What follows belongs to an exercise in optimizing a design on an open flow for small area; a production flow would make more cautious choices. In this exercise RTL edits were held to simulation tests only and were not proved equivalent to the original. No driver is modelled on the clock port, so clocking that relies on it looks cheaper here than on a real chip. No activity file was given, so power comes from the tool's default toggle rates.

File: flow/flow/abc_area.script
strash
 dch -f
 amap
 topo
 dnsize -c
File: flow/design.v
module clock_divider (
    input clk,
    input reset,
    output tick,             
    output tick_sec,         
    output tick_upd,         
    output started           
);
    reg [3:0] cnt;
    reg [2:0] seq;
    assign tick     = cnt[3] & cnt[1] & cnt[0];
    assign tick_sec = tick & ~seq[2] & seq[1];   
    assign tick_upd = tick & seq[2] & seq[0];    
    assign started  = seq[2] | seq[0];
    always @(posedge clk or posedge reset) begin
        if (reset) begin
            cnt <= 4'd0;
            seq <= 3'b000;
        end else begin
            cnt <= {cnt[2:0], ~(cnt[3] ^ (~cnt[0] & cnt[2]))};
            if (tick)
                seq <= {seq[1:0], ~(seq[2] & seq[1])};
        end
    end
endmodule
module time_counter (
    input clk,
    input reset,
    input tick_upd,
    input [1:0] dsel,
    output reg [3:0] min_o,
    output reg [2:0] min_t,
    output reg [3:0] hr_o,
    output reg [1:0] hr_t,
    output min_inc,
    output hr_inc
);
    reg [3:0] s15;
    wire e1 = tick_upd & dsel[1] & dsel[0] & s15[3] & ~s15[2] & ~s15[1] & ~s15[0];
    wire e2 = e1 & min_o[3] & min_o[0];          
    wire e3 = e2 & min_t[2] & min_t[0];          
    assign min_inc = e1;
    assign hr_inc = e3;
    wire h23 = hr_t[1] & hr_o[1] & hr_o[0];
    wire ho9 = hr_o[3] & hr_o[0];
    wire [3:0] t_mo;
    assign t_mo[0] = e1;
    assign t_mo[1] = e1 & min_o[0] & ~min_o[3];
    assign t_mo[2] = e1 & min_o[0] & min_o[1];
    assign t_mo[3] = e1 & min_o[0] & (min_o[3] | (min_o[1] & min_o[2]));
    wire [2:0] t_mt;
    assign t_mt[0] = e2;
    assign t_mt[1] = e2 & min_t[0] & ~min_t[2];
    assign t_mt[2] = e2 & min_t[0] & (min_t[1] | min_t[2]);
    wire [3:0] t_ho;
    assign t_ho[0] = e3;
    assign t_ho[1] = e3 & hr_o[0] & ~hr_o[3];
    assign t_ho[2] = e3 & hr_o[0] & hr_o[1] & ~hr_t[1];
    assign t_ho[3] = e3 & hr_o[0] & (hr_o[3] | (hr_o[1] & hr_o[2]));
    wire [1:0] t_ht;
    assign t_ht[0] = e3 & ho9;
    assign t_ht[1] = e3 & ((ho9 & hr_t[0]) | h23);
    always @(posedge clk or posedge reset) begin
        if (reset) begin
            s15 <= 4'd0;
            min_o <= 4'd0;
            min_t <= 3'd0;
            hr_o <= 4'd0;
            hr_t <= 2'd0;
        end else begin
            if (tick_upd)
                s15 <= {s15[2:0], ~(s15[3] ^ s15[2])};
            min_o <= min_o ^ t_mo;
            min_t <= min_t ^ t_mt;
            hr_o <= hr_o ^ t_ho;
            hr_t <= hr_t ^ t_ht;
        end
    end
endmodule
module debounce (
    input clk,
    input tick,
    input reset,
    input noisy_btn,
    output reg clean_btn
);
    reg s0;
    reg [1:0] s21;
    wire all1 = s21[1] & s21[0] & s0;
    wire all0 = ~(s21[1] | s21[0] | s0);
    always @(posedge clk) begin
        if (tick)
            s21 <= {s21[0], s0};
    end
    always @(posedge clk or posedge reset) begin
        if (reset) begin
            s0 <= 1'b0;
            clean_btn <= 1'b0;
        end else if (tick) begin
            s0 <= noisy_btn;
            clean_btn <= all1 | (clean_btn & ~all0);
        end
    end
endmodule
module alarm_fsm (
    input clk,
    input tick,              
    input reset,
    input btn_set,
    input btn_mode,
    input min_inc,
    input hr_inc,
    output reg alarm_on
);
    reg [1:0] state;
    reg [4:0] dh;
    reg [5:0] dm;
    wire idle = ~state[1] & ~state[0];
    wire match = ~|dh & ~|dm;
    wire hu = tick & state[0] & btn_set;         
    wire mu = tick & state[1] & btn_set;         
    wire hd = hr_inc;
    wire md = min_inc;
    wire [4:0] th;
    assign th[0] = hu | hd;
    assign th[1] = (hu & dh[0]) | (hd & ~dh[0]);
    assign th[2] = (hu & dh[0] & dh[1]) | (hd & ~dh[0] & ~dh[1]);
    assign th[3] = ((hu & dh[0] & dh[1] & dh[2]) & ~dh[4]) | ((hd & ~dh[0] & ~dh[1] & ~dh[2]) & (dh[3] | dh[4]));
    assign th[4] = (hu & dh[0] & dh[1] & dh[2] & (dh[3] | dh[4])) | (hd & ~dh[0] & ~dh[1] & ~dh[2] & ~dh[3]);
    wire m59 = dm[5] & dm[4] & dm[3] & dm[1] & dm[0];
    wire mz = ~(dm[5] | dm[4] | dm[3] | dm[2] | dm[1] | dm[0]);
    wire [5:0] tm;
    assign tm[0] = mu | md;
    assign tm[1] = (mu & dm[0]) | (md & ~dm[0]);
    assign tm[2] = (mu & dm[0] & dm[1] & ~m59) | (md & ~dm[0] & ~dm[1] & ~mz);
    assign tm[3] = (mu & ((dm[0] & dm[1] & dm[2]) | m59)) | (md & ~dm[0] & ~dm[1] & ~dm[2]);
    assign tm[4] = (mu & ((dm[0] & dm[1] & dm[2] & dm[3]) | m59)) | (md & ~dm[0] & ~dm[1] & ~dm[2] & ~dm[3]);
    assign tm[5] = (mu & ((dm[0] & dm[1] & dm[2] & dm[3] & dm[4]) | m59)) | (md & ~dm[0] & ~dm[1] & ~dm[2] & ~dm[3] & ~dm[4]);
    always @(posedge clk or posedge reset) begin
        if (reset) begin
            state <= 2'b00;
            dh <= 5'd0;
            dm <= 6'd0;
            alarm_on <= 1'b0;
        end else begin
            if (tick & btn_mode)
                state <= {state[0], idle};
            if (tick & idle)
                alarm_on <= match;
            dh <= dh ^ th;
            dm <= dm ^ tm;
        end
    end
endmodule
module display_controller (
    input clk,
    input tick,
    input reset,
    input started,
    input [3:0] min_o,
    input [2:0] min_t,
    input [3:0] hr_o,
    input [1:0] hr_t,
    output [1:0] dsel,
    output [6:0] seg,
    output [3:0] an
);
    reg [1:0] q;
    assign dsel = q;
    always @(posedge clk or posedge reset) begin
        if (reset)
            q <= 2'b00;
        else if (tick)
            q <= {q[0], ~q[1]};
    end
    assign an[0] = ~(started & ~q[1] & q[0]);
    assign an[1] = ~(started & q[1] & q[0]);
    assign an[2] = ~(started & q[1] & ~q[0]);
    assign an[3] = ~(started & ~q[1] & ~q[0]);
    wire [3:0] d;
    assign d[0] = q[0] ? (q[1] ? min_t[0] : min_o[0]) : (q[1] ? hr_o[0] : hr_t[0]);
    assign d[1] = q[0] ? (q[1] ? min_t[1] : min_o[1]) : (q[1] ? hr_o[1] : hr_t[1]);
    assign d[2] = q[0] ? (q[1] ? min_t[2] : min_o[2]) : (q[1] & hr_o[2]);
    assign d[3] = (q[0] ^ q[1]) & (q[0] ? min_o[3] : hr_o[3]);
    assign seg[0] = (d[2] & ~d[1] & ~d[0]) | (~d[3] & ~d[2] & ~d[1] & d[0]);
    assign seg[1] = d[2] & (d[1] ^ d[0]);
    assign seg[2] = ~d[2] & d[1] & ~d[0];
    assign seg[3] = (d[2] & ~d[1] & ~d[0]) | (d[2] & d[1] & d[0]) | (~d[3] & ~d[2] & ~d[1] & d[0]);
    assign seg[4] = d[0] | (d[2] & ~d[1]);
    assign seg[5] = (~d[2] & d[1]) | (d[1] & d[0]) | (~d[3] & ~d[2] & d[0]);
    assign seg[6] = (d[2] & d[1] & d[0]) | (~d[3] & ~d[2] & ~d[1]);
endmodule
module Topmodule (
    input clk,               
    input reset,
    input btn_set,
    input btn_mode,
    output [6:0] seg,
    output [3:0] an,
    output alarm_led         
);
    wire tick, tick_sec, tick_upd, started;
    wire [1:0] dsel;
    clock_divider clk_div (
        .clk(clk),
        .reset(reset),
        .tick(tick),
        .tick_sec(tick_sec),
        .tick_upd(tick_upd),
        .started(started)
    );
    wire [3:0] min_o, hr_o;
    wire [2:0] min_t;
    wire [1:0] hr_t;
    wire min_inc, hr_inc;
    time_counter time_cnt (
        .clk(clk),
        .reset(reset),
        .tick_upd(tick_upd),
        .dsel(dsel),
        .min_o(min_o),
        .min_t(min_t),
        .hr_o(hr_o),
        .hr_t(hr_t),
        .min_inc(min_inc),
        .hr_inc(hr_inc)
    );
    wire btn_set_clean, btn_mode_clean;
    debounce db_set (
        .clk(clk),
        .tick(tick),
        .reset(reset),
        .noisy_btn(btn_set),
        .clean_btn(btn_set_clean)
    );
    debounce db_mode (
        .clk(clk),
        .tick(tick),
        .reset(reset),
        .noisy_btn(btn_mode),
        .clean_btn(btn_mode_clean)
    );
    alarm_fsm alarm (
        .clk(clk),
        .tick(tick_sec),
        .reset(reset),
        .btn_set(btn_set_clean),
        .btn_mode(btn_mode_clean),
        .min_inc(min_inc),
        .hr_inc(hr_inc),
        .alarm_on(alarm_led)
    );
    display_controller display (
        .clk(clk),
        .tick(tick),
        .reset(reset),
        .started(started),
        .min_o(min_o),
        .min_t(min_t),
        .hr_o(hr_o),
        .hr_t(hr_t),
        .dsel(dsel),
        .seg(seg),
        .an(an)
    );
endmodule
File: flow/config.mk
export PLATFORM = sky130hd
export DESIGN_NAME = Topmodule
export DESIGN_NICKNAME = Topmodule
export VERILOG_FILES = /design/flow/design.v
export SDC_FILE = /design/flow/constraint.sdc
export NUM_CORES = 4
export LEC_CHECK = 0
export CAP_MARGIN = 20
export CORE_MARGIN = 2
export CORE_UTILIZATION = 40
export SLEW_MARGIN = 20
File: flow/flow/params.sh
EXTRA=(CTS_ARGS="-sink_clustering_enable -repair_clock_nets -dont_use_dummy_load")
File: flow/constraint.sdc
create_clock -name core_clock -period 10.0 [get_ports {clk}]
set_input_delay 2.0000 -clock core_clock [delete_from_list [all_inputs] [get_ports {clk}]]
set_output_delay 2.0000 -clock core_clock [all_outputs]
set_load 0.01 [all_outputs]
File: flow/flow/run.sh
#!/bin/bash
# Layout flow: the standard flow (standard.sh), with two changes:
#  - synthesis is ORFS's synthesis script run unchanged except that ABC maps
#    the logic with an area-oriented script (flow/abc_area.script); the
#    registers come out of the same Yosys passes as in the standard synthesis,
#    and this script checks that they match it (names and cell types) and
#    falls back to the standard netlist if they do not;
#  - the port buffers are sky130_fd_sc_hd__buf_1.
set -uo pipefail
W=$PWD
F=$W/flow
R=$W/orfs/results/$FLOW_PLATFORM/Topmodule/base
mkdir -p logs_flow

# 1. the standard synthesis, kept for reference
bash standard.sh synth > logs_flow/1_standard_synth.log 2>&1 || exit 1
cp $R/1_2_yosys.v $W/std_1_2_yosys.v

# 2. the same synthesis with the area-oriented ABC script
sed "s#source \$::env(SCRIPTS_DIR)/synth.tcl#source $F/synth_core.tcl#" synth_recipe.tcl > $F/my_synth.tcl
awk -v s="$F/abc_area.script" '{print} /source \$::env\(SCRIPTS_DIR\)\/synth_preamble.tcl/ {print "set abc_args [lreplace $abc_args 1 1 " s "]"}' \
    $FLOW_HOME/scripts/synth.tcl > $F/synth_core.tcl
grep -q "lreplace" $F/synth_core.tcl || echo "abc script not injected" >> logs_flow/notes.txt
rm -f $R/1_2_yosys.v $R/1_synth.odb $R/1_synth.sdc
bash standard.sh SYNTH_SCRIPT=$F/my_synth.tcl synth > logs_flow/2_area_synth.log 2>&1
ok=0
if [[ -f $R/1_2_yosys.v ]]; then
  regs() { grep -oE '^\s*sky130_fd_sc_hd__(df|edf|sdf|dl)[a-z0-9]*_[0-9]+ [^ ]+' "$1" | sed -E 's/_[0-9]+ / /' | sort; }
  if diff <(regs $W/std_1_2_yosys.v) <(regs $R/1_2_yosys.v) > logs_flow/reg_diff.txt; then ok=1; fi
fi
if [[ $ok != 1 ]]; then
  echo "falling back to the standard synthesis" >> logs_flow/notes.txt
  rm -f $R/1_synth.odb $R/1_synth.sdc
  cp $W/std_1_2_yosys.v $R/1_2_yosys.v
  touch $R/1_2_yosys.v
fi

# 3. the rest of the standard flow
EXTRA=()
[[ -f $F/params.sh ]] && source $F/params.sh
bash standard.sh BUFFER_PORTS_ARGS="-buffer_cell sky130_fd_sc_hd__buf_1" "${EXTRA[@]}" finish > logs_flow/3_finish.log 2>&1
File: flow/standard.sh
#!/bin/bash
# synth_recipe.tcl (not shown) runs the flow's synth.tcl, then flattens the netlist and writes it again
# the make line also repeats each setting of config.mk as NAME=value (left out here)
make -C /OpenROAD-flow-scripts/flow DESIGN_CONFIG=/design/flow/config.mk WORK_HOME=/design/flow/orfs CLKGATE_MAP_FILE= SYNTH_SCRIPT=/design/flow/synth_recipe.tcl "${@:-finish}"
==> results of run 1 <==
## kinds of logic (layout without fill, tap and decap cells)
logic type                 after synthesis  count (layout)
xor gates and xnor gates                 2               2
and+or+nand+nor                         84              84
adders and majority gates                4               4
buffers and inverters                   36              57
AOI/OAI and AO/OA                       64              64
DFF                                     48              48
## where the power goes
| part | switching (mW) | internal (mW) | total [mW] |
|---|---|---|---|
| clock network | 0.0586 | 0.0452 | 0.104 |
| logic | 0.00418 | 0.00116 | 0.00535 |
| registers | 0.000570 | 0.197 | 0.198 |
## metal layers
metal  up-vias  routed length, um  global-route usage
li1        881                  -                   -
met3         6                121              0.0349
met5         -                  0                   0
met1       786               1930               0.209
met2        18               1820               0.222
met4         0                 65              0.0579
## synth_stat cells, drive strengths merged (4+ instances only)
library cell | number | share of area
nor3 | 9 | 0.021
clkinv | 36 | 0.062
edfxtp | 4 | 0.055
ha | 4 | 0.023
nor2 | 24 | 0.041
o22ai | 17 | 0.049
or3 | 6 | 0.017
o21ai | 22 | 0.050
nand2 | 22 | 0.038
nand3 | 9 | 0.021
dfrtp | 44 | 0.50
a21oi | 12 | 0.027
o21a | 5 | 0.017
## cell type report
type                            instances  area share
Tap cell                               70      0.0363
Inverter                               36      0.0560
Timing Repair Buffer                   16      0.0265
Sequential cell                        48       0.506
Clock buffer                            5      0.0285
Multi-Input combinational cell        154       0.346
## critical path, cell delays in order, from the launching register on
cell and delay, ps:
dfrtp_1 540, clkinv_1 300, a22oi_1 240, o22ai_1 130, a31oi_1 150, o21ai_0 130, nor2_1 130, o21a_1 140
or2_0 100, buf_1 150
## registers in the layout, indices dropped and copies added (netlist names), 3 cells and up
signal / cells
time_cnt.s15: 4
alarm.dh: 5
time_cnt.hr_o: 4
time_cnt.min_o: 4
clk_div.cnt: 4
time_cnt.min_t: 3
alarm.dm: 6
clk_div.seq: 3
## cells in the final DEF (no fill, tap or decap), drive strengths merged
master / synthesis / layout
dfrtp: 44 / 44
clkinv: 36 / 36
nor2: 24 / 24
nand2: 22 / 22
o21ai: 22 / 22
o22ai: 17 / 17
buf: 0 / 16
a21oi: 12 / 12
nand3: 9 / 9
nor3: 9 / 9
or3: 6 / 6
o21a: 5 / 5
clkbuf: 0 / 5
ha: 4 / 4
edfxtp: 4 / 4
nor4: 3 / 3
or2: 3 / 3
nand4: 3 / 3
a22oi: 3 / 3
xor2: 2 / 2
a31oi: 2 / 2
or4: 2 / 2
nor2b: 2 / 2
and3: 1 / 1
o32ai: 1 / 1
o22a: 1 / 1
o32a: 1 / 1
## worst paths after layout
path,startpoint,end,depth (start not counted)
worst max-delay path,display.q[1]$_DFFE_PP0N_,seg[3],9
worst min register to register,clk_div.cnt[1]$_DFF_PP0_,clk_div.cnt[2]$_DFF_PP0_,0
max in group asynchronous,reset,alarm.dh[0]$_DFF_PP0_,3
min in group asynchronous,reset,db_mode.s0$_DFFE_PP0N_,3
worst min-delay path,clk_div.cnt[1]$_DFF_PP0_,clk_div.cnt[2]$_DFF_PP0_,0
worst max register to register,clk_div.cnt[0]$_DFF_PP0_,time_cnt.hr_o[2]$_DFF_PP0_,12
## through the flow
step                area (um^2)  hold WS (ps)  utilization
finish                     2410           380        0.463
global route               2410           400        0.463
CTS                        2410           382        0.463
detailed placement         2340           360        0.450
global placement           2340           355        0.450
floorplan                  2190           347            -
==> reports/qor.txt, run 1 <==
FMAX -> 233 MHz
residual DRC count -> 0
crit path launch type -> flip-flop
Synth Area in Adders -> 0.0228
via density per instance -> 5.14
core area -> 0.00520 mm^2
number of port buffers -> 15
fillers -> 519
XOR/XNOR Fraction of Synth Area -> 0.00800
post-synthesis compound-gate area fraction -> 0.172
CP Data Required Time -> 8000 ps
Post-synth EDFFs -> 4
post-synth cell types -> 25
RSZ-0062 raised after global routing -> false
CTS tree -> done
min-delay worst type -> reg2reg
combinational family with the most area after synthesis -> simple AND/OR/NAND/NOR gates
Power Density -> 127 mW/mm^2
top_reg_cell synth -> dfrtp_1
Die X -> 78.0 um
antenna diode count -> 0
cell leakage power -> 0.993 nW
area of the multi-input gates -> 835 um^2
Final Hold Vio Count -> 0
Setup TNS Final -> 0 ps
H-tree depth -> 2
# IOs -> 16
MaxCap Viol Count -> 0
Synth Area per Inst -> 9.21 um^2
Final HPWL DP -> 2870 um
Async S/R FF share, synth -> 0.917
vias in the first global route -> 1,552
initial antenna violation count -> 0
Max rail drop VDD -> 69.9 uV
number of synthesized register bits -> 48
Finished Layout Cells -> 329
Clock Tree Root -> clkbuf_8
CTS Buffer Depth -> 2
synthesized net count -> 246
CP endpoint kind -> primary output
# hold bufs at CTS -> 0
Skew-Pair Late Insertion Delay -> 300 ps
worst-path fanout max -> 12
Critical Path AT -> 2290 ps
total wire length -> 3930 um
DR vias -> 1,691
Syn Inst Count -> 238
fin nets -> 269
worst rel slew slack -> 0.632
Mapped Area -> 0.00219 mm^2
# rows -> 26
Clock Skew -> 15.7 ps
CTS Sinks -> 48
simple-gate share of the synthesized area -> 0.178
initial core utilization -> 0.421
CTS Buf Count -> 5
total gr overflow -> 0
post-CTS setup buffer count -> 0
R2R Setup Slk -> 6830 ps
GRT Total Usage -> 0.148
DRT Pass-1 Iters -> 6
period utilization -> 0.429
Least-Margin Pin Slew -> 552 ps
Synth warnings -> 5
fraction of layout cells with a size suffix above 1 -> 0.0232
cts repair resizes -> 0
Initial DRC Count -> 77
Setup WS pre-CTS -> 6040 ps
Setup violations, final -> 0
placed cells -> 324
routability-driven placement congestion ratio -> 0.754
post-layout worst setup margin -> 5710 ps
Area Growth Syn to Fin -> 10.1%
mux cell area share after synthesis -> 0
Crit Path Category -> reg2out
part of the Yosys area used for sequential elements -> 0.557
die height -> 78.0 um
DR WL/cell -> 11.9 um
Final Total Pwr -> 307 uW
largest net degree at the start of global routing -> 45
clk slew on worst S/H paths -> 90 ps
post-route ant nets -> 0
fin. max-slew vios -> 0
total die area -> 0.00608 mm^2
FF+latch area -> 0.00122 mm^2
first-pass GRT wire length -> 7060 um
status -> no timing/DRC/antenna violations
Period minus WS final -> 4290 ps
==> inputs of run 2 (changes only) <==
--- a/flow/design.v
+++ b/flow/design.v
@@ -114,32 +114,41 @@
 );
     reg [1:0] state;
-    reg [4:0] dh;
-    reg [5:0] dm;
+    reg [2:0] dh8;
+    reg [1:0] dh3;
+    reg [1:0] dm4;
+    reg [3:0] dm15;
     wire idle = ~state[1] & ~state[0];
-    wire match = ~|dh & ~|dm;
+    wire match = ~|dh8 & ~|dh3 & ~|dm4 & z15;
     wire hu = tick & state[0] & btn_set;         
     wire mu = tick & state[1] & btn_set;         
     wire hd = hr_inc;
     wire md = min_inc;
-    wire [4:0] th;
-    assign th[0] = hu | hd;
-    assign th[1] = (hu & dh[0]) | (hd & ~dh[0]);
-    assign th[2] = (hu & dh[0] & dh[1]) | (hd & ~dh[0] & ~dh[1]);
-    assign th[3] = ((hu & dh[0] & dh[1] & dh[2]) & ~dh[4]) | ((hd & ~dh[0] & ~dh[1] & ~dh[2]) & (dh[3] | dh[4]));
-    assign th[4] = (hu & dh[0] & dh[1] & dh[2] & (dh[3] | dh[4])) | (hd & ~dh[0] & ~dh[1] & ~dh[2] & ~dh[3]);
-    wire m59 = dm[5] & dm[4] & dm[3] & dm[1] & dm[0];
-    wire mz = ~(dm[5] | dm[4] | dm[3] | dm[2] | dm[1] | dm[0]);
-    wire [5:0] tm;
-    assign tm[0] = mu | md;
-    assign tm[1] = (mu & dm[0]) | (md & ~dm[0]);
-    assign tm[2] = (mu & dm[0] & dm[1] & ~m59) | (md & ~dm[0] & ~dm[1] & ~mz);
-    assign tm[3] = (mu & ((dm[0] & dm[1] & dm[2]) | m59)) | (md & ~dm[0] & ~dm[1] & ~dm[2]);
-    assign tm[4] = (mu & ((dm[0] & dm[1] & dm[2] & dm[3]) | m59)) | (md & ~dm[0] & ~dm[1] & ~dm[2] & ~dm[3]);
-    assign tm[5] = (mu & ((dm[0] & dm[1] & dm[2] & dm[3] & dm[4]) | m59)) | (md & ~dm[0] & ~dm[1] & ~dm[2] & ~dm[3] & ~dm[4]);
+    wire he = hu | hd;
+    wire h1 = he & (dh8[0] ^ hd);
+    wire [2:0] th;
+    assign th[0] = he;
+    assign th[1] = h1;
+    assign th[2] = h1 & (dh8[1] ^ hd);
+    wire [1:0] t3;
+    assign t3[0] = (hu & ~dh3[1]) | (hd & (dh3[1] | dh3[0]));
+    assign t3[1] = (hu & (dh3[1] | dh3[0])) | (hd & ~dh3[0]);
+    wire me = mu | md;
+    wire [1:0] t4;
+    assign t4[0] = me;
+    assign t4[1] = me & (dm4[0] ^ md);
+    wire w14 = dm15[3] & dm15[2] & dm15[1];
+    wire z15 = ~dm15[3] & ~dm15[2] & ~dm15[1] & ~dm15[0];
+    wire [3:0] t15;
+    assign t15[0] = (mu & ~w14) | (md & ~z15);
+    assign t15[1] = (mu & (dm15[0] | w14)) | (md & ~dm15[0]);
+    assign t15[2] = (mu & ((dm15[0] & dm15[1]) | w14)) | (md & ~dm15[0] & ~dm15[1]);
+    assign t15[3] = (mu & ((dm15[0] & dm15[1] & dm15[2]) | w14)) | (md & ~dm15[0] & ~dm15[1] & ~dm15[2]);
     always @(posedge clk or posedge reset) begin
         if (reset) begin
             state <= 2'b00;
-            dh <= 5'd0;
-            dm <= 6'd0;
+            dh8 <= 3'd0;
+            dh3 <= 2'd0;
+            dm4 <= 2'd0;
+            dm15 <= 4'd0;
             alarm_on <= 1'b0;
         end else begin
@@ -148,6 +157,8 @@
             if (tick & idle)
                 alarm_on <= match;
-            dh <= dh ^ th;
-            dm <= dm ^ tm;
+            dh8 <= dh8 ^ th;
+            dh3 <= dh3 ^ t3;
+            dm4 <= dm4 ^ t4;
+            dm15 <= dm15 ^ t15;
         end
     end
--- a/flow/flow/run.sh
+++ b/flow/flow/run.sh
@@ -1,4 +1,4 @@
 #!/bin/bash
-# Layout flow: the standard flow (standard.sh), with two changes:
+# Layout flow: the standard flow (standard.sh), with these changes:
 #  - synthesis is ORFS's synthesis script run unchanged except that ABC maps
 #    the logic with an area-oriented script (flow/abc_area.script); the
@@ -6,5 +6,9 @@
 #    and this script checks that they match it (names and cell types) and
 #    falls back to the standard netlist if they do not;
-#  - the port buffers are sky130_fd_sc_hd__buf_1.
+#  - the port buffers are sky130_fd_sc_hd__buf_1;
+#  - the clock tree is a single level of CTS_K buffers of type CTS_CELL, each
+#    driving an equal share of the registers (flow/clock_buffers.tcl), built
+#    by ORFS's cts.tcl with clock_tree_synthesis replaced by that procedure.
+# Settings are in flow/params.sh. Each tool's output goes to logs_flow/.
 set -uo pipefail
 W=$PWD
@@ -12,4 +16,8 @@
 R=$W/orfs/results/$FLOW_PLATFORM/Topmodule/base
 mkdir -p logs_flow
+EXTRA=()
+CTS_K=3
+CTS_CELL=sky130_fd_sc_hd__clkbuf_8
+[[ -f $F/params.sh ]] && source $F/params.sh
 
 # 1. the standard synthesis, kept for reference
@@ -36,6 +44,23 @@
 fi
 
-# 3. the rest of the standard flow
-EXTRA=()
-[[ -f $F/params.sh ]] && source $F/params.sh
-bash standard.sh BUFFER_PORTS_ARGS="-buffer_cell sky130_fd_sc_hd__buf_1" "${EXTRA[@]}" finish > logs_flow/3_finish.log 2>&1
+PORTBUF=(BUFFER_PORTS_ARGS="-buffer_cell sky130_fd_sc_hd__buf_1")
+
+# 3. floorplan and placement as in the standard flow
+bash standard.sh "${PORTBUF[@]}" "${EXTRA[@]}" place > logs_flow/3_place.log 2>&1 || exit 1
+
+# 4. clock buffers
+if [[ $CTS_K -gt 0 ]]; then
+  awk -v f="$F/clock_buffers.tcl" -v k="$CTS_K" -v c="$CTS_CELL" \
+    '/^log_cmd clock_tree_synthesis/ {print "source " f; print "my_clock_buffers " k " " c; next} {print}' \
+    $FLOW_HOME/scripts/cts.tcl > $F/my_cts.tcl
+  if grep -q my_clock_buffers $F/my_cts.tcl; then
+    bash standard.sh "${PORTBUF[@]}" "${EXTRA[@]}" RUN_SCRIPT=$F/my_cts.tcl RUN_LOG_NAME_STEM=4_1_cts_own run > logs_flow/4_cts.log 2>&1
+  fi
+  if [[ ! -f $R/4_1_cts.odb || ! -f $R/4_cts.sdc ]]; then
+    echo "own clock buffering failed; using TritonCTS" >> logs_flow/notes.txt
+    rm -f $R/4_1_cts.odb $R/4_cts.sdc
+  fi
+fi
+
+# 5. the rest of the standard flow
+bash standard.sh "${PORTBUF[@]}" "${EXTRA[@]}" finish > logs_flow/5_finish.log 2>&1
==> flow/flow/clock_buffers.tcl (new file) <==
# Clock buffering used in place of TritonCTS: the clock sinks are split into
# K groups of about equal size by position (capacity-limited k-means), each
# group is driven by one buffer of type CELL at its centroid, and the clock
# port drives the K buffers (all sinks see the same number of buffers).
proc my_clock_buffers { K CELL } {
  set block [ord::get_db_block]
  set dbu [$block getDbUnitsPerMicron]
  set net [$block findNet clk]
  set pts {}
  foreach it [$net getITerms] {
    set inst [$it getInst]
    set box [$inst getBBox]
    lappend pts [list [expr {([$box xMin] + [$box xMax]) / 2.0 / $dbu}] \
                      [expr {([$box yMin] + [$box yMax]) / 2.0 / $dbu}] \
                      "[$inst getName]/[[$it getMTerm] getName]"]
  }
  set n [llength $pts]
  set cap [expr {($n + $K - 1) / $K}]
  set sorted [lsort -real -index 0 $pts]
  set cent {}
  for {set k 0} {$k < $K} {incr k} {
    set p [lindex $sorted [expr {int(($k + 0.5) * $n / $K)}]]
    lappend cent [list [lindex $p 0] [lindex $p 1]]
  }
  for {set iter 0} {$iter < 30} {incr iter} {
    # order sinks by how much they lose if not given their nearest centre
    set order {}
    foreach p $pts {
      set ds {}
      foreach c $cent {
        lappend ds [expr {abs([lindex $p 0] - [lindex $c 0]) + abs([lindex $p 1] - [lindex $c 1])}]
      }
      set s [lsort -real $ds]
      set regret [expr {[llength $s] > 1 ? [lindex $s 1] - [lindex $s 0] : 0}]
      lappend order [list $regret $p $ds]
    }
    set groups {}
    set cnt {}
    for {set k 0} {$k < $K} {incr k} { lappend groups {}; lappend cnt 0 }
    foreach e [lsort -real -decreasing -index 0 $order] {
      set p [lindex $e 1]; set ds [lindex $e 2]
      set best -1; set bd 1e30
      for {set k 0} {$k < $K} {incr k} {
        if {[lindex $cnt $k] >= $cap} continue
        if {[lindex $ds $k] < $bd} { set bd [lindex $ds $k]; set best $k }
      }
      lset groups $best [concat [lindex $groups $best] [list $p]]
      lset cnt $best [expr {[lindex $cnt $best] + 1}]
    }
    set newc {}
    for {set k 0} {$k < $K} {incr k} {
      set g [lindex $groups $k]
      if {[llength $g] == 0} { lappend newc [lindex $cent $k]; continue }
      set sx 0; set sy 0
      foreach p $g { set sx [expr {$sx + [lindex $p 0]}]; set sy [expr {$sy + [lindex $p 1]}] }
      lappend newc [list [expr {$sx / [llength $g]}] [expr {$sy / [llength $g]}]]
    }
    set cent $newc
  }
  for {set k 0} {$k < $K} {incr k} {
    set g [lindex $groups $k]
    if {[llength $g] == 0} continue
    set pins {}
    foreach p $g { lappend pins [get_pins [lindex $p 2]] }
    set c [lindex $cent $k]
    puts "clock buffer $k: [llength $g] sinks at $c"
    insert_buffer -buffer_cell $CELL -net clk -load_pins $pins -buffer_name clkbuf_$k -net_name clknet_$k -location $c
  }
  set_propagated_clock [all_clocks]
}
==> flow/flow/params.sh (replaced) <==
EXTRA=(CTS_ARGS="-sink_clustering_enable -repair_clock_nets -dont_use_dummy_load")
CTS_K=3
CTS_CELL=sky130_fd_sc_hd__clkbuf_8
==> run 2 against run 1 <==
Critical path type unchanged. Wire length down 6.9%. Die area fell by 3.8%. Largest cell class unchanged. Sequential cell count is the same. Global-route usage is 1.5 points lower.
==> reports/qor.txt, run 2 <==
status -> no timing/DRC/antenna violations
first-pass GRT wire length -> 6690 um (-5.2%)
fin nets -> 247 (-8.2%)
part of the Yosys area used for sequential elements -> 0.581 (+0.0236)
MaxCap Viol Count -> 0 (unchanged)
RSZ-0062 raised after global routing -> false
fin. max-slew vios -> 0 (unchanged)
total gr overflow -> 0 (unchanged)
period utilization -> 0.440 (+0.0107)
CP Data Required Time -> 8000 ps (about the same)
Synth area leader -> dfrtp_1
synthesized net count -> 226 (-8.1%)
Post-synth EDFFs -> 4 (unchanged)
DR WL/cell -> 11.9 um (-0.25%)
most frequent cells in the layout -> dfrtp_1 (44), clkinv_1 (27), nor2_1 (26)
DRT Pass-1 Iters -> 4 (-2)
utilization of the core after routing -> 0.452 (-0.0111)
Mapped Area -> 0.00210 mm^2 (-4.1%)
antenna diode count -> 0 (unchanged)
total die area -> 0.00585 mm^2 (-3.8%)
Setup violations, final -> 0 (unchanged)
DR vias -> 1,566 (-7.4%)
worst-path fanout max -> 8 (-4)
die height -> 76.5 um (-1.9%)
most frequent cells after synthesis -> dfrtp_1 (44), clkinv_1 (27), nor2_1 (26)
fraction of layout cells with a size suffix above 1 -> 0.0169 (-0.00629)
# IOs -> 16 (unchanged)
core area -> 0.00507 mm^2 (-2.5%)
post-route ant nets -> 0 (unchanged)
vias in the first global route -> 1,534 (-1.2%)
Die X -> 76.5 um (-1.9%)
most common cell after layout, fill and taps aside -> dfrtp_1
Crit Path Category -> reg2out
Final Hold Vio Count -> 0 (unchanged)
Setup TNS Final -> 0 ps (unchanged)
total wire length -> 3660 um (-6.9%)
Power Density -> 121 mW/mm^2 (-5.2%)
Period minus WS final -> 4400 ps (+107 ps)
Synth warnings -> 5 (unchanged)
Syn Inst Count -> 218 (-8.4%)
Final HPWL DP -> 2720 um (-5.4%)
post-synth cell types -> 27 (+8.0%)
placed cells -> 304 (-6.2%)
cell leakage power -> 0.949 nW (-4.4%)
FMAX -> 227 MHz (-2.4%)
top_reg_cell synth -> dfrtp_1
number of synthesized register bits -> 48 (unchanged)
via density per instance -> 5.10 (-0.76%)
Critical Path AT -> 2400 ps (+110 ps)
top-count cell post-synth -> dfrtp_1
clk slew on worst S/H paths -> 100 ps (about the same)
initial antenna violation count -> 0 (unchanged)
routability-driven placement congestion ratio -> 0.796 (+5.6%)
Async S/R FF share, synth -> 0.917 (unchanged)
Synth area leaders -> dfrtp_1 (52%), o21ai_0 (6.0%), edfxtp_1 (5.7%)
Finished Layout Cells -> 307 (-6.7%)
Clock Skew -> 12.0 ps (-3.65 ps)
GRT Total Usage -> 0.133 (-0.0153)
fillers -> 530 (+2.1%)
residual DRC count -> 0 (unchanged)
Synth Area per Inst -> 9.64 um^2 (+4.7%)
initial core utilization -> 0.414 (-0.00671)
CP endpoint kind -> primary output
Skew-Pair Late Insertion Delay -> 160 ps (-140 ps)
# rows -> 26 (unchanged)
Initial DRC Count -> 77 (unchanged)
crit path launch type -> flip-flop
min-delay worst type -> reg2reg
Area Growth Syn to Fin -> 9.17%
worst rel slew slack -> 0.598 (-0.0346)
Max rail drop VDD -> 77.0 uV (+10%)
number of port buffers -> 15 (unchanged)
Least-Margin Pin Slew -> 604 ps (+51.9 ps)
largest net degree at the start of global routing -> 45 (unchanged)
Yosys top cell area share -> 0.524 (+0.0212)
## run 2: cell types whose count changed after synthesis, sizes merged, moves of 3 or more
cell    delta
a22oi      -3
or3        -6
nand3      -4
o22ai      -6
o22a       +3
clkinv     -9
o21ai      +3
nand2      -3
## run 2: final cells by class, without the clock buffers
class	count	area, um^2	share of cell area
flip-flops and latches	48	1220	0.532
multi-input cells	143	779	0.340
inverters	27	101	0.0442
well taps	70	87.6	0.0382
repair buffers	16	63.8	0.0278
## run 2: final timing paths
| path | startpoint | endpoint | slack [ps] | cells after the start |
|---|---|---|---|---|
| min reg2reg | clk_div.cnt[2]$_DFF_PP0_ | clk_div.cnt[3]$_DFF_PP0_ | 380 | 0 |
| max | display.q[1]$_DFFE_PP0N_ | seg[3] | 5600 | 9 |
| min in group asynchronous | reset | time_cnt.hr_t[0]$_DFF_PP0_ | 1930 | 3 |
| max in group asynchronous | reset | time_cnt.s15[2]$_DFFE_PP0N_ | 7690 | 3 |
| max reg2reg | clk_div.cnt[0]$_DFF_PP0_ | time_cnt.hr_o[2]$_DFF_PP0_ | 6950 | 11 |
| min | clk_div.cnt[2]$_DFF_PP0_ | clk_div.cnt[3]$_DFF_PP0_ | 380 | 0 |
## run 2: layer usage
layer / wire length (um) / global-route usage / vias to the layer above
met5: 0 / 0 / -
met4: 45 / 0.0127 / 0
met3: 122 / 0.0130 / 4
met2: 1730 / 0.239 / 20
met1: 1760 / 0.180 / 737
li1: - / - / 805
## run 2: stage by stage
step,cell area (um^2),hold slack (ps),power (mW),setup slack [ps]
final,2290,382,0.277,5600
after floorplan,2100,347,0.205,5930
after global routing,2290,400,0.292,5310
after global placement,2250,366,0.207,5850
after detailed placement,2250,361,0.207,5790
## run 2: logic make-up (layout without fill, tap and decap cells)
| family | count (synthesis) | after routing | share of synthesized area |
|---|---|---|---|
| compound gates | 66 | 66 | 0.189 |
| xor+xnor | 1 | 1 | 0.00417 |
| fa+ha+maj | 4 | 4 | 0.0238 |
| buf+inv | 27 | 46 | 0.0482 |
| flops | 48 | 48 | 0.581 |
| simple gates | 72 | 72 | 0.154 |
## run 2: where the power goes
part / switching, mW / internal [mW]
Sequential: 0.000581 / 0.197
Clock: 0.0466 / 0.0278
Combinational: 0.00386 / 0.00114
Total: 0.0510 / 0.226
## run 2: worst max-delay path, stage by stage, from the launching register on
cell and delay (ps):
dfrtp_1 430, clkinv_1 140, nor2_1 100, a222oi_1 570, clkinv_1 180, a221o_1 300, nor2_1 120, o21a_1 140
or2_0 100, buf_1 150
==> inputs of run 3 (changes only) <==
--- a/flow/design.v
+++ b/flow/design.v
@@ -3,4 +3,5 @@
     input reset,
     output tick,             
+    output tick_fsm,         
     output tick_sec,         
     output tick_upd,         
@@ -10,4 +11,5 @@
     reg [2:0] seq;
     assign tick     = cnt[3] & cnt[1] & cnt[0];
+    assign tick_fsm = tick & ~seq[1] & seq[0];   
     assign tick_sec = tick & ~seq[2] & seq[1];   
     assign tick_upd = tick & seq[2] & seq[0];    
@@ -38,34 +40,31 @@
     reg [3:0] s15;
     wire e1 = tick_upd & dsel[1] & dsel[0] & s15[3] & ~s15[2] & ~s15[1] & ~s15[0];
-    wire e2 = e1 & min_o[3] & min_o[0];          
-    wire e3 = e2 & min_t[2] & min_t[0];          
+    wire [3:0] t_mo;
+    assign t_mo[0] = e1 & (1'b1);
+    assign t_mo[1] = e1 & ((~min_o[3] & min_o[0]));
+    assign t_mo[2] = e1 & ((min_o[1] & min_o[0]));
+    assign t_mo[3] = e1 & ((min_o[3] & min_o[0]) | (min_o[2] & min_o[1] & min_o[0]));
+    wire e2 = e1 & ((min_o[3] & min_o[0]));           
+    wire [2:0] t_mt;
+    assign t_mt[0] = e2 & (1'b1);
+    assign t_mt[1] = e2 & ((~min_t[2] & min_t[0]));
+    assign t_mt[2] = e2 & (~((~min_t[0]) | (~min_t[2] & ~min_t[1])));
+    wire e3 = e2 & ((min_t[2] & min_t[0]));           
+    wire [5:0] t_h;    
+    assign t_h[0] = e3 & (1'b1);
+    assign t_h[1] = e3 & ((~hr_o[3] & hr_o[0]));
+    assign t_h[2] = e3 & ((~hr_t[1] & hr_o[1] & hr_o[0]));
+    assign t_h[3] = e3 & ((hr_o[3] & hr_o[0]) | (hr_o[2] & hr_o[1] & hr_o[0]));
+    assign t_h[4] = e3 & ((hr_o[3] & hr_o[0]));
+    assign t_h[5] = e3 & ((hr_t[0] & hr_o[3] & hr_o[0]) | (hr_t[1] & hr_o[1] & hr_o[0]));
     assign min_inc = e1;
     assign hr_inc = e3;
-    wire h23 = hr_t[1] & hr_o[1] & hr_o[0];
-    wire ho9 = hr_o[3] & hr_o[0];
-    wire [3:0] t_mo;
-    assign t_mo[0] = e1;
-    assign t_mo[1] = e1 & min_o[0] & ~min_o[3];
-    assign t_mo[2] = e1 & min_o[0] & min_o[1];
-    assign t_mo[3] = e1 & min_o[0] & (min_o[3] | (min_o[1] & min_o[2]));
-    wire [2:0] t_mt;
-    assign t_mt[0] = e2;
-    assign t_mt[1] = e2 & min_t[0] & ~min_t[2];
-    assign t_mt[2] = e2 & min_t[0] & (min_t[1] | min_t[2]);
-    wire [3:0] t_ho;
-    assign t_ho[0] = e3;
-    assign t_ho[1] = e3 & hr_o[0] & ~hr_o[3];
-    assign t_ho[2] = e3 & hr_o[0] & hr_o[1] & ~hr_t[1];
-    assign t_ho[3] = e3 & hr_o[0] & (hr_o[3] | (hr_o[1] & hr_o[2]));
-    wire [1:0] t_ht;
-    assign t_ht[0] = e3 & ho9;
-    assign t_ht[1] = e3 & ((ho9 & hr_t[0]) | h23);
     always @(posedge clk or posedge reset) begin
         if (reset) begin
             s15 <= 4'd0;
-            min_o <= 4'd0;
-            min_t <= 3'd0;
-            hr_o <= 4'd0;
-            hr_t <= 2'd0;
+            min_o <= 4'b0000;
+            min_t <= 3'b000;
+            hr_o <= 4'b0000;
+            hr_t <= 2'b00;
         end else begin
             if (tick_upd)
@@ -73,6 +72,6 @@
             min_o <= min_o ^ t_mo;
             min_t <= min_t ^ t_mt;
-            hr_o <= hr_o ^ t_ho;
-            hr_t <= hr_t ^ t_ht;
+            hr_o <= hr_o ^ t_h[3:0];
+            hr_t <= hr_t ^ t_h[5:4];
         end
     end
@@ -83,21 +82,21 @@
     input reset,
     input noisy_btn,
-    output reg clean_btn
-);
-    reg s0;
-    reg [1:0] s21;
-    wire all1 = s21[1] & s21[0] & s0;
-    wire all0 = ~(s21[1] | s21[0] | s0);
+    output reg clean_next
+);
+    reg s0;      
+    reg s1;      
+    wire all1 = s1 & s0 & noisy_btn;
+    wire any1 = s1 | s0 | noisy_btn;
     always @(posedge clk) begin
         if (tick)
-            s21 <= {s21[0], s0};
+            s1 <= s0;
     end
     always @(posedge clk or posedge reset) begin
         if (reset) begin
             s0 <= 1'b0;
-            clean_btn <= 1'b0;
+            clean_next <= 1'b0;
         end else if (tick) begin
             s0 <= noisy_btn;
-            clean_btn <= all1 | (clean_btn & ~all0);
+            clean_next <= all1 | (clean_next & any1);
         end
     end
@@ -106,4 +105,5 @@
     input clk,
     input tick,              
+    input tick_sec,          
     input reset,
     input btn_set,
@@ -114,4 +114,5 @@
 );
     reg [1:0] state;
+    reg next_on;
     reg [2:0] dh8;
     reg [1:0] dh3;
@@ -152,9 +153,12 @@
             dm15 <= 4'd0;
             alarm_on <= 1'b0;
+            next_on <= 1'b0;
         end else begin
             if (tick & btn_mode)
                 state <= {state[0], idle};
-            if (tick & idle)
-                alarm_on <= match;
+            if (tick)
+                next_on <= idle ? match : alarm_on;
+            if (tick_sec)
+                alarm_on <= next_on;
             dh8 <= dh8 ^ th;
             dh3 <= dh3 ^ t3;
@@ -195,10 +199,10 @@
     assign d[3] = (q[0] ^ q[1]) & (q[0] ? min_o[3] : hr_o[3]);
     assign seg[0] = (d[2] & ~d[1] & ~d[0]) | (~d[3] & ~d[2] & ~d[1] & d[0]);
-    assign seg[1] = d[2] & (d[1] ^ d[0]);
-    assign seg[2] = ~d[2] & d[1] & ~d[0];
+    assign seg[1] = (d[2] & ~d[1] & d[0]) | (d[2] & d[1] & ~d[0]);
+    assign seg[2] = (~d[2] & d[1] & ~d[0]);
     assign seg[3] = (d[2] & ~d[1] & ~d[0]) | (d[2] & d[1] & d[0]) | (~d[3] & ~d[2] & ~d[1] & d[0]);
-    assign seg[4] = d[0] | (d[2] & ~d[1]);
+    assign seg[4] = (d[0]) | (d[2] & ~d[1]);
     assign seg[5] = (~d[2] & d[1]) | (d[1] & d[0]) | (~d[3] & ~d[2] & d[0]);
-    assign seg[6] = (d[2] & d[1] & d[0]) | (~d[3] & ~d[2] & ~d[1]);
+    assign seg[6] = (~d[3] & ~d[2] & ~d[1]) | (d[2] & d[1] & d[0]);
 endmodule
 module Topmodule (
@@ -211,5 +215,5 @@
     output alarm_led         
 );
-    wire tick, tick_sec, tick_upd, started;
+    wire tick, tick_fsm, tick_sec, tick_upd, started;
     wire [1:0] dsel;
     clock_divider clk_div (
@@ -217,4 +221,5 @@
         .reset(reset),
         .tick(tick),
+        .tick_fsm(tick_fsm),
         .tick_sec(tick_sec),
         .tick_upd(tick_upd),
@@ -243,5 +248,5 @@
         .reset(reset),
         .noisy_btn(btn_set),
-        .clean_btn(btn_set_clean)
+        .clean_next(btn_set_clean)
     );
     debounce db_mode (
@@ -250,9 +255,10 @@
         .reset(reset),
         .noisy_btn(btn_mode),
-        .clean_btn(btn_mode_clean)
+        .clean_next(btn_mode_clean)
     );
     alarm_fsm alarm (
         .clk(clk),
-        .tick(tick_sec),
+        .tick(tick_fsm),
+        .tick_sec(tick_sec),
         .reset(reset),
         .btn_set(btn_set_clean),
==> flow/flow/run.sh (replaced) <==
#!/bin/bash
# Layout flow: the standard flow (standard.sh), with these changes:
#  - synthesis is ORFS's synthesis script run unchanged except that ABC maps
#    the logic with area-oriented scripts (flow/abc_*.script); each is tried
#    and the netlist with the smallest cell area is kept. The registers come
#    out of the same Yosys passes as in the standard synthesis; a netlist is
#    only used if its registers match the standard synthesis's (names and
#    cell types), else the standard netlist is used;
#  - the port buffers are sky130_fd_sc_hd__buf_1;
#  - the clock tree is a single level of CTS_K buffers of type CTS_CELL, each
#    driving an equal share of the registers (flow/clock_buffers.tcl), built
#    by ORFS's cts.tcl with clock_tree_synthesis replaced by that procedure.
# Settings are in flow/params.sh. Each tool's output goes to logs_flow/.
set -uo pipefail
W=$PWD
F=$W/flow
R=$W/orfs/results/$FLOW_PLATFORM/Topmodule/base
REP=$W/orfs/reports/$FLOW_PLATFORM/Topmodule/base
mkdir -p logs_flow
EXTRA=()
CTS_K=3
CTS_CELL=sky130_fd_sc_hd__clkbuf_8
[[ -f $F/params.sh ]] && source $F/params.sh

regs() { grep -oE '^\s*sky130_fd_sc_hd__(df|edf|sdf|dl)[a-z0-9]*_[0-9]+ [^ ]+' "$1" | sed -E 's/_[0-9]+ / /' | sort; }
area() { grep "Chip area for module" "$1" | tail -1 | awk '{print $NF}'; }

# 1. the standard synthesis, kept for reference
bash standard.sh synth > logs_flow/1_standard_synth.log 2>&1 || exit 1
cp $R/1_2_yosys.v $W/std_1_2_yosys.v
best=$W/std_1_2_yosys.v
best_area=$(area $REP/synth_stat.txt)
echo "standard $best_area" > logs_flow/synth_areas.txt

# 2. the same synthesis with each area-oriented ABC script
sed "s#source \$::env(SCRIPTS_DIR)/synth.tcl#source $F/synth_core.tcl#" synth_recipe.tcl > $F/my_synth.tcl
for s in $F/abc_*.script; do
  n=$(basename $s .script)
  awk -v s="$s" '{print} /source \$::env\(SCRIPTS_DIR\)\/synth_preamble.tcl/ {print "set abc_args [lreplace $abc_args 1 1 " s "]"}' \
      $FLOW_HOME/scripts/synth.tcl > $F/synth_core.tcl
  grep -q "lreplace" $F/synth_core.tcl || continue
  rm -f $R/1_2_yosys.v $R/1_synth.odb $R/1_synth.sdc $REP/synth_stat.txt
  bash standard.sh SYNTH_SCRIPT=$F/my_synth.tcl synth > logs_flow/2_synth_$n.log 2>&1
  [[ -f $R/1_2_yosys.v && -f $REP/synth_stat.txt ]] || continue
  a=$(area $REP/synth_stat.txt)
  same=0
  diff <(regs $W/std_1_2_yosys.v) <(regs $R/1_2_yosys.v) > logs_flow/reg_diff_$n.txt && same=1
  echo "$n $a registers_match=$same" >> logs_flow/synth_areas.txt
  if [[ $same == 1 ]] && awk -v a="$a" -v b="$best_area" 'BEGIN{exit !(a < b)}'; then
    cp $R/1_2_yosys.v $W/best_1_2_yosys.v
    best=$W/best_1_2_yosys.v
    best_area=$a
  fi
done
echo "using $best ($best_area)" >> logs_flow/synth_areas.txt
rm -f $R/1_synth.odb $R/1_synth.sdc
cp $best $R/1_2_yosys.v
touch $R/1_2_yosys.v

PORTBUF=(BUFFER_PORTS_ARGS="-buffer_cell sky130_fd_sc_hd__buf_1")

# 3. floorplan and placement as in the standard flow
bash standard.sh "${PORTBUF[@]}" "${EXTRA[@]}" place > logs_flow/3_place.log 2>&1 || exit 1

# 4. clock buffers
if [[ $CTS_K -gt 0 ]]; then
  awk -v f="$F/clock_buffers.tcl" -v k="$CTS_K" -v c="$CTS_CELL" \
    '/^log_cmd clock_tree_synthesis/ {print "source " f; print "my_clock_buffers " k " " c; next} {print}' \
    $FLOW_HOME/scripts/cts.tcl > $F/my_cts.tcl
  if grep -q my_clock_buffers $F/my_cts.tcl; then
    bash standard.sh "${PORTBUF[@]}" "${EXTRA[@]}" RUN_SCRIPT=$F/my_cts.tcl RUN_LOG_NAME_STEM=4_1_cts_own run > logs_flow/4_cts.log 2>&1
  fi
  if [[ ! -f $R/4_1_cts.odb || ! -f $R/4_cts.sdc ]]; then
    echo "own clock buffering failed; using TritonCTS" >> logs_flow/notes.txt
    rm -f $R/4_1_cts.odb $R/4_cts.sdc
  fi
fi

# 5. the rest of the standard flow
bash standard.sh "${PORTBUF[@]}" "${EXTRA[@]}" finish > logs_flow/5_finish.log 2>&1
==> flow/flow/abc_s12.script (new file) <==
strash
 dch -f
 amap
 topo
 dnsize -c
 strash
 dch -f
 amap
 topo
 dnsize -c
==> flow/flow/abc_s17.script (new file) <==
strash
 dch -f
 amap
 topo
 dnsize -c
 strash
 dch -f
 amap
 topo
 dnsize -c
 strash
 dch -f
 amap
 topo
 dnsize -c
==> flow/flow/abc_s18.script (new file) <==
strash
 dch -f
 amap
 strash
 dch -f
 amap
 strash
 dch -f
 amap
 strash
 dch -f
 amap
 topo
 dnsize -c
==> flow/flow/abc_s20.script (new file) <==
strash
 dch -f
 map -a
 strash
 dch -f
 amap
 topo
 dnsize -c
==> flow/flow/abc_s5.script (new file) <==
strash
 &get -n
 &fraig -x
 &put
 scorr
 dc2
 strash
 &get -n
 &dch -f
 &nf -a
 &put
 topo
 dnsize -c
==> flow/flow/abc_s7.script (new file) <==
strash
 dch -f
 amap
 topo
 dnsize -c
==> flow/flow/params.sh (replaced) <==
EXTRA=()
CTS_K=3
CTS_CELL=sky130_fd_sc_hd__clkbuf_8
removed: flow/flow/abc_area.script
==> run 3 against run 2 <==
Sequential share of layout area down 0.81 points. Critical endpoint unchanged. Maximum frequency fell by 0.20%. Combinational power grew 26%. First-iteration DRC count increased by 5.2%. Largest cell class unchanged. Clock power is 0.7% higher. Still clean. Critical path type unchanged.
==> reports/qor.txt, run 3 <==
status -> no timing/DRC/antenna violations
Least-Margin Pin Slew -> 914 ps (+311 ps)
DR vias -> 1,544 (-1.4%)
GRT Total Usage -> 0.133 (+0.000219)
DRT Pass-1 Iters -> 4 (unchanged)
r2r endpoint -> time_cnt.hr_o[2]$_DFF_PP0_
min-delay worst type -> reg2reg
routability-driven placement congestion ratio -> 0.783 (-1.6%)
Synth warnings -> 5 (unchanged)
die height -> 76.1 um (-0.54%)
worst rel slew slack -> 0.390 (-0.208)
post-synth cell types -> 30 (+11%)
Period minus WS final -> 4410 ps (+8.84 ps)
fillers -> 499 (-5.8%)
Yosys top cell area share -> 0.542 (+0.0180)
residual DRC count -> 0 (unchanged)
core area -> 0.00507 mm^2 (unchanged)
antenna diode count -> 0 (unchanged)
delay-heaviest family, CP -> compound AO/OA/AOI/OAI gates
FF+latch area -> 0.00119 mm^2 (-2.9%)
hold_sp -> clk_div.cnt[1]$_DFF_PP0_
Setup TNS Final -> 0 ps (unchanged)
R2R Setup Slk -> 6350 ps (-600 ps)
fin. max-slew vios -> 0 (unchanged)
top_reg_cell synth -> dfrtp_1
Clock Skew -> 2.20 ps (-9.82 ps)
Syn Inst Count -> 224 (+2.8%)
Synth area leader -> dfrtp_1
total die area -> 0.00579 mm^2 (-1.1%)
MaxCap Viol Count -> 0 (unchanged)
Power Density -> 121 mW/mm^2 (+0.48%)
largest net degree at the start of global routing -> 46 (+2.2%)
Skew-Pair Late Insertion Delay -> 150 ps (about the same)
Post-synth EDFFs -> 2 (-2)
# IOs -> 16 (unchanged)
final hold slack -> 385 ps (+2.90 ps)
Async S/R FF share, synth -> 0.957 (+0.0408)
clk slew on worst S/H paths -> 90 ps (about the same)
worst-path fanout max -> 7 (-1)
area of the multi-input gates -> 768 um^2 (-1.4%)
CP dominant cell by count -> clkinv_1
total gr overflow -> 0 (unchanged)
number of port buffers -> 15 (unchanged)
post-route cell area -> 0.00226 mm^2 (-1.4%)
Initial DRC Count -> 81 (+5.2%)
wl on met1 -> 1820 um (+3.3%)
Mapped Area -> 0.00208 mm^2 (-1.1%)
post-route ant nets -> 0 (unchanged)
RSZ-0062 raised after global routing -> false
CP Data Required Time -> 8000 ps (about the same)
cell leakage power -> 0.930 nW (-2.0%)
most common cell after layout, fill and taps aside -> dfrtp_1
DR WL/cell -> 11.6 um (-2.2%)
crit path launch type -> flip-flop
max layer used -> met4
first-pass GRT wire length -> 6620 um (-1.1%)
most frequent cells after synthesis -> dfrtp_1 (45), clkinv_1 (33), nor2_1 (27)
reg2reg start -> clk_div.cnt[3]$_DFF_PP0_
synthesized net count -> 228 (+0.88%)
CP endpoint kind -> primary output
Final Total Pwr -> 274 uW (-0.89%)
hold path endpoint -> clk_div.cnt[2]$_DFF_PP0_
fraction of layout cells with a size suffix above 1 -> 0.0165 (-0.000349)
number of synthesized register bits -> 47 (-2.1%)
Critical Path AT -> 2410 ps (about the same)
total wire length -> 3630 um (-0.63%)
FMAX -> 227 MHz (-0.20%)
WHS Path Cells -> 0 (unchanged)
part of the Yosys area used for sequential elements -> 0.571 (-0.0102)
Setup violations, final -> 0 (unchanged)
Synth Area per Inst -> 9.28 um^2 (-3.8%)
slowest stage delay, CP -> 780 ps (+210 ps)
WL met3 -> 140 um (+15%)
slowest CP cell -> a222oi_1
fin nets -> 248 (+0.40%)
Max rail drop VDD -> 87.5 uV (+14%)
top-count cell post-synth -> dfrtp_1
Final Hold Vio Count -> 0 (unchanged)
Crit Path Category -> reg2out
via density per instance -> 4.95 (-3.0%)
placed cell area -> 0.00222 mm^2 (-1.4%)
initial antenna violation count -> 0 (unchanged)
initial core utilization -> 0.410 (-0.00468)
Die X -> 76.1 um (-0.54%)
CP cell instances -> clkinv_1 > nor2_1 > a222oi_1 > clkinv_1 > o22ai_1 > o21bai_1 > buf_1
cells on worst reg2reg path -> 13 (+2)
most frequent cells in the layout -> dfrtp_1 (45), clkinv_1 (32), nor2_1 (27)
period utilization -> 0.441 (+0.000884)
Synth area leaders -> dfrtp_1 (54%), clkinv_1 (6.0%), o22ai_1 (5.1%)
Met2 Routed Length -> 1630 um (-6.1%)
vias in the first global route -> 1,467 (-4.4%)
# rows -> 26 (unchanged)
Final HPWL DP -> 2700 um (-0.49%)
Buffers & Inverters on Critical Path -> 3 (unchanged)
Area Growth Syn to Fin -> 8.91%
[run 3: cell types whose count changed after synthesis, moves of 2 or more]
cell | previous run | this run
clkinv_1 | 27 | 33
edfxtp_1 | 4 | 2
ha_1 | 4 | 0
nand2_1 | 19 | 22
nand4_1 | 3 | 0
o21ai_0 | 25 | 19
o22ai_1 | 11 | 17
or2_0 | 3 | 1
[run 3: worst reg2reg max path: stages, from the launching register on]
cell and delay, ps:
dfrtp_1 380, nand3_1 290, clkinv_1 280, nand2_1 120
nor2_1 340, nand3_1 250, clkinv_1 170, nand3_1 160
nor3_1 660, clkinv_1 370, nor3_1 290, nand2_1 100
nand2_1 70, o21ai_0 60
[run 3: worst max path at each step]
stage,startpoint,to,slack [ps],cells after the start
6_report,display.q[0]$_DFFE_PP0N_,seg[3],5590,7
5_1_grt,display.q[1]$_DFFE_PP0N_,seg[3],5360,7
4_1_cts,display.q[0]$_DFFE_PP0N_,seg[3],5630,7
3_5_place_dp,display.q[0]$_DFFE_PP0N_,seg[3],5810,7
3_3_place_gp,display.q[1]$_DFFE_PP0N_,seg[3],5880,7
2_1_floorplan,display.q[1]$_DFFE_PP0N_,seg[3],6030,6
[run 3: cell type report, without the clock buffers]
class / instances / area share
Inverter: 33 / 0.0547
Multi-Input combinational cell: 144 / 0.339
Sequential cell: 47 / 0.524
Tap cell: 70 / 0.0387
Timing Repair Buffer: 15 / 0.0249
[run 3: metrics by stage]
stage | std cells | setup slack, ps | utilization
after global routing | 312 | 5360 | 0.446
after global placement | 309 | 5880 | 0.438
after floorplan | 224 | 6030 | -
final | 312 | 5590 | 0.446
after detailed placement | 309 | 5810 | 0.438
[run 3: cells by family after synthesis]
| group | Yosys count | synth area share |
|---|---|---|
| AOI/OAI and AO/OA | 68 | 0.206 |
| xor gates and xnor gates | 1 | 0.00422 |
| buffers and inverters | 33 | 0.0596 |
| DFF | 47 | 0.571 |
| and+or+nand+nor | 75 | 0.160 |
[run 3: layer usage]
layer,vias to the layer above,track usage
met4,0,0.0145
met1,685,0.189
li1,833,-
met3,4,0.0130
met2,22,0.230
met5,-,0
[run 3: power breakdown]
group | internal (mW) | switching (mW)
Sequential | 0.192 | 0.000738
Clock | 0.0278 | 0.0470
Combinational | 0.00140 | 0.00492
==> inputs of run 4 (changes only) <==
--- a/flow/design.v
+++ b/flow/design.v
@@ -120,5 +120,4 @@
     reg [3:0] dm15;
     wire idle = ~state[1] & ~state[0];
-    wire match = ~|dh8 & ~|dh3 & ~|dm4 & z15;
     wire hu = tick & state[0] & btn_set;         
     wire mu = tick & state[1] & btn_set;         
@@ -140,4 +139,5 @@
     wire w14 = dm15[3] & dm15[2] & dm15[1];
     wire z15 = ~dm15[3] & ~dm15[2] & ~dm15[1] & ~dm15[0];
+    wire match = ~|dh8 & ~|dh3 & ~|dm4 & z15;
     wire [3:0] t15;
     assign t15[0] = (mu & ~w14) | (md & ~z15);
==> flow/flow/abc_s15.script (new file) <==
strash
 drw
 drf
 dch -f
 amap
 topo
 dnsize -c
==> flow/flow/abc_s19.script (new file) <==
strash
 dch -f
 amap
 strash
 dc2
 dch -f
 amap
 topo
 dnsize -c
==> flow/flow/abc_x1.script (new file) <==
strash
 dch -f
 amap -m
 topo
 dnsize -c
==> flow/flow/abc_x10.script (new file) <==
strash
 irw
 dch -f
 amap
 topo
 dnsize -c
==> flow/flow/abc_x24.script (new file) <==
strash
 iresyn
 dch -f
 amap
 topo
 dnsize -c
removed: flow/flow/abc_s17.script
removed: flow/flow/abc_s20.script
removed: flow/flow/abc_s5.script
==> run 4 against run 3 <==
Still clean on timing, DRC and antenna. Clock power about the same. Final area unchanged. Clock skew unchanged. Worst hold slack stayed put. Wire length is the same. Maximum frequency did not move. Via count stayed put. Die area is the same. Sequential power about the same. First-iteration DRC count unchanged. Sequential cell count unchanged. Synthesized cell count unchanged. Highest routed layer unchanged.
==> reports/qor.txt, run 4 <==
status -> no timing/DRC/antenna violations
Initial DRC Count -> 81 (unchanged)
vias in the first global route -> 1,467 (unchanged)
Die X -> 76.1 um (unchanged)
Power Density -> 121 mW/mm^2 (unchanged)
die height -> 76.1 um (unchanged)
fin nets -> 248 (unchanged)
fin. max-slew vios -> 0 (unchanged)
DR WL/cell -> 11.6 um (unchanged)
r2r endpoint -> time_cnt.hr_o[2]$_DFF_PP0_
min-delay worst type -> reg2reg
cell leakage power -> 0.930 nW (unchanged)
core area -> 0.00507 mm^2 (unchanged)
worst-path fanout max -> 7 (unchanged)
most frequent cells in the layout -> dfrtp_1 (45), clkinv_1 (32), nor2_1 (27)
Syn Inst Count -> 224 (unchanged)
Setup TNS Final -> 0 ps (unchanged)
Area Growth Syn to Fin -> 8.91% (unchanged)
post-route ant nets -> 0 (unchanged)
Final Hold Vio Count -> 0 (unchanged)
residual DRC count -> 0 (unchanged)
first-pass GRT wire length -> 6620 um (unchanged)
Final Total Pwr -> 274 uW (unchanged)
FMAX -> 227 MHz (unchanged)
FF+latch area -> 0.00119 mm^2 (unchanged)
hold_sp -> clk_div.cnt[1]$_DFF_PP0_
fraction of layout cells with a size suffix above 1 -> 0.0165 (unchanged)
fillers -> 499 (unchanged)
Critical Path AT -> 2410 ps (about the same)
via density per instance -> 4.95 (unchanged)
crit path launch type -> flip-flop
DRT Pass-1 Iters -> 4 (unchanged)
total die area -> 0.00579 mm^2 (unchanged)
WHS Path Cells -> 0 (unchanged)
DR vias -> 1,544 (unchanged)
R2R Setup Slk -> 6350 ps (about the same)
total gr overflow -> 0 (unchanged)
antenna diode count -> 0 (unchanged)
synthesized net count -> 228 (unchanged)
Synth warnings -> 5 (unchanged)
number of port buffers -> 15 (unchanged)
MaxCap Viol Count -> 0 (unchanged)
routability-driven placement congestion ratio -> 0.783 (unchanged)
initial antenna violation count -> 0 (unchanged)
reg2reg start -> clk_div.cnt[3]$_DFF_PP0_
most common cell after layout, fill and taps aside -> dfrtp_1
# IOs -> 16 (unchanged)
Skew-Pair Late Insertion Delay -> 150 ps (about the same)
Max rail drop VDD -> 87.5 uV (unchanged)
placed cell area -> 0.00222 mm^2 (unchanged)
Least-Margin Pin Slew -> 914 ps (unchanged)
Setup WS pre-CTS -> 5810 ps (unchanged)
area of the multi-input gates -> 768 um^2 (unchanged)
Synth Area per Inst -> 9.28 um^2 (unchanged)
post-layout worst setup margin -> 5590 ps (unchanged)
total wire length -> 3630 um (unchanged)
GRT Total Usage -> 0.133 (unchanged)
hold path endpoint -> clk_div.cnt[2]$_DFF_PP0_
Crit Path Category -> reg2out
Mapped Area -> 0.00208 mm^2 (unchanged)
Period minus WS final -> 4410 ps (unchanged)
Setup violations, final -> 0 (unchanged)
final hold slack -> 385 ps (unchanged)
initial core utilization -> 0.410 (unchanged)
worst rel slew slack -> 0.390 (unchanged)
CP Data Required Time -> 8000 ps (about the same)
largest net degree at the start of global routing -> 46 (unchanged)
RSZ-0062 raised after global routing -> false
Clock Skew -> 2.20 ps (unchanged)
clk slew on worst S/H paths -> 90 ps (about the same)
post-route cell area -> 0.00226 mm^2 (unchanged)
cells on worst reg2reg path -> 13 (unchanged)
CP endpoint kind -> primary output
# rows -> 26 (unchanged)
Final HPWL DP -> 2700 um (unchanged)
period utilization -> 0.441 (unchanged)
[run 4: how the worst max path moves through the flow]
stage / from / to / slack [ps] / cells past startpoint
2_1_floorplan: display.q[1]$_DFFE_PP0N_ / seg[3] / 6030 / 6
3_3_place_gp: display.q[1]$_DFFE_PP0N_ / seg[3] / 5880 / 7
3_5_place_dp: display.q[0]$_DFFE_PP0N_ / seg[3] / 5810 / 7
4_1_cts: display.q[0]$_DFFE_PP0N_ / seg[3] / 5630 / 7
5_1_grt: display.q[1]$_DFFE_PP0N_ / seg[3] / 5360 / 7
6_report: display.q[0]$_DFFE_PP0N_ / seg[3] / 5590 / 7
[run 4: where the power goes]
group,switching [mW],internal [mW],total (mW)
sequential,0.000738,0.192,0.193
combinational,0.00492,0.00140,0.00632
clock,0.0470,0.0278,0.0748
[run 4: area by class of cell, without the clock buffers]
class | count | area share
timing repair buffer | 15 | 0.0249
sequential | 47 | 0.524
inverter | 33 | 0.0547
tap | 70 | 0.0387
multi-input combinational | 144 | 0.339
[run 4: metrics by stage]
stage                      util  instances
after floorplan               -        224
after global placement    0.438        309
after detailed placement  0.438        309
after global routing      0.446        312
final                     0.446        312
[run 4: layer usage]
layer	wire (um)	GRT usage	part of all wire	vias to the layer above
li1	-	-	-	833
met1	1820	0.189	0.50	685
met2	1630	0.230	0.45	22
met3	140	0.0130	0.039	4
met4	51	0.0145	0.014	0
met5	0	0	0	-
[run 4: critical path, stage by stage (launching register included)]
cell      delay [ps]
dfrtp_1          390
clkinv_1         120
nor2_1           110
a222oi_1         780
clkinv_1         300
o22ai_1          250
o21bai_1         140
buf_1            160

-- port drivers added, routing unchanged --
In the flow no input, the clock included, has a driving cell. The finished layouts below were timed again as built, in two steps.
Step 1 (the two cells are an assumption about what drives the block):
set clk [get_ports {clk}]
set_driving_cell -lib_cell sky130_fd_sc_hd__clkbuf_16 $clk
set_driving_cell -lib_cell sky130_fd_sc_hd__buf_2 [delete_from_list [all_inputs] $clk]
Step 2 times the ports against the registers' clock, not the clock port: input delays grow and output delays shrink by t, the midpoint of the rising clock arrivals with the driver on.
Three values: ideal, step 1, step 2; two values: the first two.
| run | t (ns) | setup WS [ns] | worst setup path at the end | pins driven straight from the clock port |
|---|---|---|---|---|
| run 1 | 0.316 | 5.705 / 5.678 / 5.994 | register to output | 1 |
| run 2 | 0.196 | 5.598 / 5.554 / 5.750 | register to output | 3 |
| run 3 | 0.199 | 5.590 / 5.543 / 5.742 | register to output | 3 |
| run 4 | 0.199 | 5.590 / 5.543 / 5.742 | register to output | 3 |
After both steps setup and hold are still met in every run listed.
